What follows belongs to an exercise in optimizing a design on an open flow for small area, a short achievable clock period and few clock cycles; a production flow would make more cautious choices. Power is estimated from default activity; no workload was simulated.

## trial 31
## day3_part2_top
module day3_part2_top( clk, rst, rom_addr, rom_data, sum, done );
Size: roughly 620 cells after synthesis, roughly 150 flip-flops, about 6000 um^2 of cells after synthesis.
==> module day3_part2_top, before the edit <==
module day3_part2_top( clk, rst, rom_addr, rom_data, sum, done );
    input clk;
    input rst;
    output [13:0] rom_addr;
    input [7:0] rom_data;
    output [31:0] sum;
    output done;
    reg [13:0] addr;
    reg        pz;          
    reg [1:0]  line;        
    reg [52:1] seen1;
    reg [52:1] seen2;
    reg        clr;         
    reg [5:0]  d;           
    reg        found;       
    reg        got;         
    reg [5:0]  sum_lo;
    reg        carry;
    reg [11:0] sum_hi;
    reg        int_done;
    wire [5:0] v = rom_data[5:0];
    wire zero = (v == 6'd0);
    wire eol = zero & ~pz;                        
    wire last = eol & (line == 2'd2);             
    wire [63:0] onehot = 64'd1 << v;
    wire [52:1] hit = onehot[52:1];
    assign rom_addr = addr;
    assign sum = {14'd0, sum_hi, sum_lo};
    assign done = int_done;
    always @(posedge clk) begin
        addr <= rst ? 14'd0 : addr + 14'd1;
        pz <= zero;
        d <= v;
        if (rst)
            line <= 2'd0;
        else if (eol)
            line <= last ? 2'd0 : line + 2'd1;
        clr <= rst | last;
        seen1 <= (clr ? 52'd0 : seen1) | (hit & {52{line == 2'd0}});
        seen2 <= (clr ? 52'd0 : seen2) | (hit & seen1 & {52{line == 2'd1}});
        found <= ~rst & ~int_done & (line == 2'd2) & (|(hit & seen2));
        got <= ~rst & ~clr & (got | found);
        if (rst) begin
            sum_lo <= 6'd0;
            carry <= 1'b0;
            sum_hi <= 12'd0;
        end else begin
            if (found & ~got)
                {carry, sum_lo} <= {1'b0, sum_lo} + {1'b0, d};
            else
                carry <= 1'b0;
            sum_hi <= sum_hi + {11'd0, carry};
        end
        int_done <= ~rst & (int_done | (zero & pz));
    end
endmodule
clock: 4.0 ns
lec_check: 0
abc_clock_period_in_ps: 1800
cap_margin: 20
core_margin: 2
core_utilization: 40
cts_buf_list: sky130_fd_sc_hd__clkbuf_8
cts_cluster_diameter: 60
cts_cluster_size: 30
setup_slack_margin: 2.2
slew_margin: 20
run.sh (not shown) runs the stock make flow with config.mk's settings and CLKGATE_MAP_FILE= SYNTH_SCRIPT=/design/flow/synth_recipe.tcl, a recipe that flattens the netlist after the stock synthesis.
> inputs changed (trial 31 -> build 22)
-- flow/design.v --
<<< trial 31, line 12
    reg [52:1] seen1;
    reg [52:1] seen2;
    reg        clr;         
    reg [5:0]  d;           
    reg        found;       
>>> build 22, line 12
    reg [52:1] seen1;
    reg [52:1] seen2;
    reg        keep1a;      
    reg        keep1b;      
    reg        keep2a;      
    reg        keep2b;      
    reg [5:0]  d;           
    reg        found;       
<<< trial 31, line 26
    wire [63:0] onehot = 64'd1 << v;
    wire [52:1] hit = onehot[52:1];
    assign rom_addr = addr;
    assign sum = {14'd0, sum_hi, sum_lo};
>>> build 22, line 29
    wire [63:0] onehot = 64'd1 << v;
    wire [52:1] hit = onehot[52:1];
    wire [52:1] keep1 = {{26{keep1b}}, {26{keep1a}}};
    wire [52:1] keep2 = {{26{keep2b}}, {26{keep2a}}};
    assign rom_addr = addr;
    assign sum = {14'd0, sum_hi, sum_lo};
<<< trial 31, line 37
        else if (eol)
            line <= last ? 2'd0 : line + 2'd1;
        clr <= rst | last;
        seen1 <= (clr ? 52'd0 : seen1) | (hit & {52{line == 2'd0}});
        seen2 <= (clr ? 52'd0 : seen2) | (hit & seen1 & {52{line == 2'd1}});
        found <= ~rst & ~int_done & (line == 2'd2) & (|(hit & seen2));
        got <= ~rst & ~clr & (got | found);
        if (rst) begin
            sum_lo <= 6'd0;
>>> build 22, line 42
        else if (eol)
            line <= last ? 2'd0 : line + 2'd1;
        keep1a <= ~rst & ~(eol & (line == 2'd1));
        keep1b <= ~rst & ~(eol & line[0]);
        keep2a <= ~rst & ~(eol & (line == 2'd0));
        keep2b <= ~rst & ~(eol & ~line[0]);
        seen1 <= (seen1 & keep1) | (hit & {52{line == 2'd0}});
        seen2 <= (seen2 & keep2) | (hit & seen1 & {52{line == 2'd1}});
        found <= ~rst & ~int_done & (line == 2'd2) & (|(hit & seen2));
        got <= ~rst & ~last & (got | found);
        if (rst) begin
            sum_lo <= 6'd0;
On largest stage delay on the critical path, trial 31 tracks build 22 almost exactly.
Relative to trial 31, the clock net sink count of build 22 is higher by about 2%.
Looking at cell-internal power, build 22 sits 5.8% above trial 31.
Comparing met1 routed wirelength after detailed routing for trial 31 and build 22, the bigger number came from build 22.
Diff trial 31 -> build 22: first-iteration detailed-routing DRC count has increased, share of power burned in combinational logic has decreased, slew of the pin with the lowest slew margin has increased, setup slack after layout has increased.
On shortest period the worst path allows, trial 31 loses to build 22.
Comparing trial 31 with build 22, the global-route usage came out essentially unchanged.
Of the two values seen for launch point of the worst path, rom_data[4] was produced by trial 31 and rom_data[1] by build 22.
Build 22 vs trial 31: sum of internal, switching and leakage power up by a few percent
Diff trial 31 -> build 22 | top achievable clock speed | increase of 5.7%
In the tables for trial 31 and build 22, worst-case register-to-register setup slack reads lower with build 22.
Function was not checked in any run of this note: the RTL went through the layout flow alone.

## re-timing with driven ports
No port has a modelled driver above. Below, the same layouts with a new extraction and two added sets of constraints.
Step 1, drivers: a clkbuf_16 drives clk and a buf_2 each remaining input, both assumed.
Step 2 times the ports against the registers' clock, not the clock port: input delays grow and output delays shrink by t, the midpoint of the rising clock arrivals with the driver on.
a / b / c = ideal / step 1 / step 2; a / b = the first two.
run	t, ns	slack for setup (ns)	hold slack, ns	worst setup path after step 2	latest minus earliest clock arrival (ns)
trial 31	0.486	2.025 / 2.019 / 1.532	0.448 / 0.448 / 0.448	input to register	0.013 / 0.013
build 22	0.472	2.132 / 2.115 / 1.644	0.464 / 0.464 / 0.464	input to register	0.010 / 0.011
After both steps setup and hold are still met in every run listed. For trial 31, which loses most, drivers alone change the setup slack by -0.006 ns; drivers and shift together by -0.493 ns.
